From an optimization exercise on the open Yosys and OpenROAD flow, aimed at small area, a short achievable clock period and few clock cycles; shortcuts taken in it are not production practice. Only simulation tests tie the RTL to the original design; equivalence was not proved.

== P ==
## cnn_accel
module cnn_accel (
    input         clk,
    input         rst_n,       
    input         cnn_start,   
    output        cnn_finish,  
    output        mem_we,
    output [19:0] mem_addr,
    output [15:0] mem_wdata,
    input  [15:0] mem_rdata
);
Size: about 2,000 cells after synthesis, roughly 400 flip-flops, ~57 I/O pins, roughly 0.021 mm2 of cells after synthesis.
export LEC_CHECK = 0
export CAP_MARGIN = 20
export CORE_MARGIN = 2
export CORE_UTILIZATION = 65
export CTS_CLUSTER_DIAMETER = 80
export CTS_CLUSTER_SIZE = 24
export SLEW_MARGIN = 20
create_clock -name core_clock -period 20.0 [get_ports {clk}]
standard.sh (not shown) runs the stock make flow with config.mk's settings and CLKGATE_MAP_FILE= SYNTH_SCRIPT=/design/flow/synth_recipe.tcl, a recipe that flattens the netlist after the stock synthesis.
==> flow/flow/run.sh <==
#!/bin/bash
# The standard layout (the standard.sh: ORFS with the standard synthesis,
# floorplan, power grid and tap cells), with one change: every input and
# output port is still given its own buffer, but a plain sky130 buffer
# (buf_2) instead of the delay cell (clkdlybuf4s50_1) buffer_ports picks by
# default, which adds about 0.6 ns to every path into or out of the design.
set -euo pipefail
export BUFFER_PORTS_ARGS="-buffer_cell sky130_fd_sc_hd__buf_2"
bash standard.sh > standard_make.log 2>&1
P: PASS, flow complete, no timing, DRC or antenna violations
Testbench counts of P, summed over its fixed seeds: cycles 8,190,648.
Input changes introduced in Q (baseline for comparison: P):
--- a/flow/design.v
+++ b/flow/design.v
@@ -469,53 +469,14 @@
 wire [27:0] ra = {fc88, fc87, fc86, fc85, fc84, fc83, fc82, fc81, fc80, fc79, fc78, fc77, fc76, fc75, fc74, fc73, fc72, fc71, fc70, fc69, fc68, fc67, fc66, hc19, hc18, hs18, pp_0_1, pp_0_0};
 wire [27:0] rb = {fs89, fs88, fs87, fs86, fs85, fs84, fs83, fs82, fs81, fs80, fs79, fs78, fs77, fs76, fs75, fs74, fs73, fs72, fs71, fs70, fs69, fs68, fs67, fs66, hs19, neg[1], 1'b0, neg[0]};
 wire [12:0] lo = {1'b0, ra[11:0]} + {1'b0, rb[11:0]};
 assign s = ra[27:12];
 assign c = rb[27:12];
 assign c12 = lo[12];
 endmodule
-module bk_add #(parameter W = 16, parameter L = 5) (   
-    input  [W-1:0] a,
-    input  [W-1:0] b,
-    input          ci,
-    output [W-1:0] s
-);
-wire [W:0] g0 = {a & b, ci};
-wire [W:0] p0 = {a ^ b, 1'b0};
-wire [W:0] g [0:2*L];
-wire [W:0] p [0:2*L];
-assign g[0] = g0;
-assign p[0] = p0;
-genvar lv, i;
-generate
-    for (lv = 0; lv < L; lv = lv + 1) begin : up
-        for (i = 0; i <= W; i = i + 1) begin : b
-            if ((i % (2 << lv)) == ((2 << lv) - 1)) begin : m
-                assign g[lv+1][i] = g[lv][i] | (p[lv][i] & g[lv][i - (1 << lv)]);
-                assign p[lv+1][i] = p[lv][i] & p[lv][i - (1 << lv)];
-            end else begin : k
-                assign g[lv+1][i] = g[lv][i];
-                assign p[lv+1][i] = p[lv][i];
-            end
-        end
-    end
-    for (lv = L - 2; lv >= 0; lv = lv - 1) begin : dn
-        for (i = 0; i <= W; i = i + 1) begin : b
-            if (i >= (3 << lv) - 1 && ((i + 1 - (1 << lv)) % (2 << lv)) == 0) begin : m
-                assign g[2*L-1-lv][i] = g[2*L-2-lv][i] | (p[2*L-2-lv][i] & g[2*L-2-lv][i - (1 << lv)]);
-                assign p[2*L-1-lv][i] = p[2*L-2-lv][i] & p[2*L-2-lv][i - (1 << lv)];
-            end else begin : k
-                assign g[2*L-1-lv][i] = g[2*L-2-lv][i];
-                assign p[2*L-1-lv][i] = p[2*L-2-lv][i];
-            end
-        end
-    end
-endgenerate
-assign s = p0[W:1] ^ g[2*L-1][W-1:0];
-endmodule
 module cnn_accel (
     input         clk,
     input         rst_n,       
     input         cnn_start,   
     output        cnn_finish,  
     output        mem_we,
     output [19:0] mem_addr,
@@ -607,16 +568,15 @@
                      !n_kc ? 20'd1 : !n_kr ? c_xrow : c_xch;
     S_W:     ainc <= !last_k ? {9'd0, c_n} : f_tr1 ? 20'd1 : c_wnext;
     S_WR:    ainc <= !last_k ? c_ohsq : f_lg ? c_wapos7 : c_ohsq;
     default: ainc <= (k == 4'd4) ? (n_prow ? 20'd1 : c_pup) :
                      (k == 4'd1) ? c_pdown : 20'd1;
     endcase
 end
-wire [19:0] a_add;
-bk_add #(.W(20), .L(5)) u_aadd (.a(addr_q), .b(ainc), .ci(1'b0), .s(a_add));
+wire [19:0] a_add = addr_q + ainc;
 always @(posedge clk or negedge rst_n) begin
     if (!rst_n) begin
         st      <= S_IDLE;
         start_q <= 1'b0;
         fin_q   <= 1'b0;
         we_q    <= 1'b0;
     end else begin
@@ -739,49 +699,52 @@
             lay <= {lay[3:0], 1'b0};
         end
     end
     default: ;
     endcase
 end
 reg [1:0] d1_kind, d2_kind, d3_kind;
-reg       d1_f, d2_f, d3_f, d2_z;
+reg       d1_f, d2_f, d3_f, d3_w;
 always @(posedge clk) begin
     d1_kind <= i_kind;  d1_f <= i_f;
     d2_kind <= d1_kind; d2_f <= d1_f;
     d3_kind <= d2_kind; d3_f <= d2_f;
-    d2_z    <= (d1_kind == K_NONE);
+    d3_w    <= (d2_kind == K_W);
 end
 reg [15:0] rd_q;        
 reg [7:0]  x_one, x_two, x_neg;   
 reg [15:0] ps, pc;      
 reg        pc12;        
+reg        e_v;         
 reg        e_f;         
 reg [15:0] ring [0:P];
 wire [7:0] b_one, b_two, b_neg;
 booth_enc u_enc (.x(rd_q), .one(b_one), .two(b_two), .neg(b_neg));
 wire [15:0] ms, mc;
 wire        mc12;
 mul_cs u_mul (.one(x_one), .two(x_two), .neg(x_neg), .w(rd_q),
               .s(ms), .c(mc), .c12(mc12));
 wire [15:0] base = e_f ? 16'd0 : ring[P];
-wire [15:0] as   = base ^ ps ^ pc;
-wire [15:0] ac   = (base & ps) | (base & pc) | (ps & pc);
-wire [15:0] acc;
-bk_add #(.W(16), .L(5)) u_acc (.a(as), .b({ac[14:0], pc12}), .ci(1'b0), .s(acc));
+wire [15:0] qs   = e_v ? ps : 16'd0;
+wire [15:0] qc   = e_v ? pc : 16'd0;
+wire [15:0] as   = base ^ qs ^ qc;
+wire [15:0] ac   = (base & qs) | (base & qc) | (qs & qc);
+wire [15:0] acc  = as + {ac[14:0], e_v & pc12};
 integer j;
 always @(posedge clk) begin
-    rd_q <= d2_z ? 16'd0 : mem_rdata;
+    rd_q <= mem_rdata;
     if (d3_kind == K_X) begin
         x_one <= b_one;
         x_two <= b_two;
         x_neg <= b_neg;
     end
     ps   <= ms;
     pc   <= mc;
     pc12 <= mc12;
+    e_v  <= d3_w;
     e_f  <= d3_f;
     ring[0] <= acc;
     for (j = 1; j <= P; j = j + 1) ring[j] <= ring[j-1];
     if (d3_kind == K_P) begin
         if (d3_f || rd_q > wdata_q) wdata_q <= rd_q;
     end else if (st == S_WR) begin
         wdata_q <= (c_relu && ring[2][15]) ? 16'd0 : ring[2];
## What came out
Q completed; timing, DRC and antenna clean
Between Q and P, xor-xnor portion of the synthesized cell area is lower for P, Q comes in above that.
Q against P: register-to-register slack rose by 490 ps, overall routed net length went up, final non-filler cell area up about 2%, hold slack now smaller.
Relative to P, count of clock-buffer cells in the layout has decreased by about 3% in Q.
Routed wire length on met2 (Q / P): 1.07
Reported for Q and P, number of inserted diodes turned out identical to the last digit.
The number of different library cells in the post-synthesis netlist reported for Q is greater than that of P by about 8%.
Testbench counts of Q, summed over its fixed seeds: cycles 8,190,648.

-- what the ideal ports hide --
How much do the figures lean on ideal ports? The routed layouts below were timed once more, with nothing changed but the port constraints. Step 1 assumes that a clkbuf_16 drives the clock port and a buf_2 every other input. Step 2 adds t to the input delays and takes it off the output delays; t is the mean of the earliest and latest rising clock arrival at the registers after step 1. Input paths then give back, and output paths get back, about the clock's delay inside the block. Three values: ideal, step 1, step 2; two values: the first two.
run	t, ns	setup slack, ns	hold slack, ns	slew at the worst register clock pin (ns)
P	0.609	14.862 / 14.809 / 15.395	0.329 / 0.329 / 0.329	0.11 / 0.11
Q	0.597	14.887 / 14.835 / 15.431	0.325 / 0.325 / 0.325	0.10 / 0.10
After both steps every run listed still meets setup and hold.
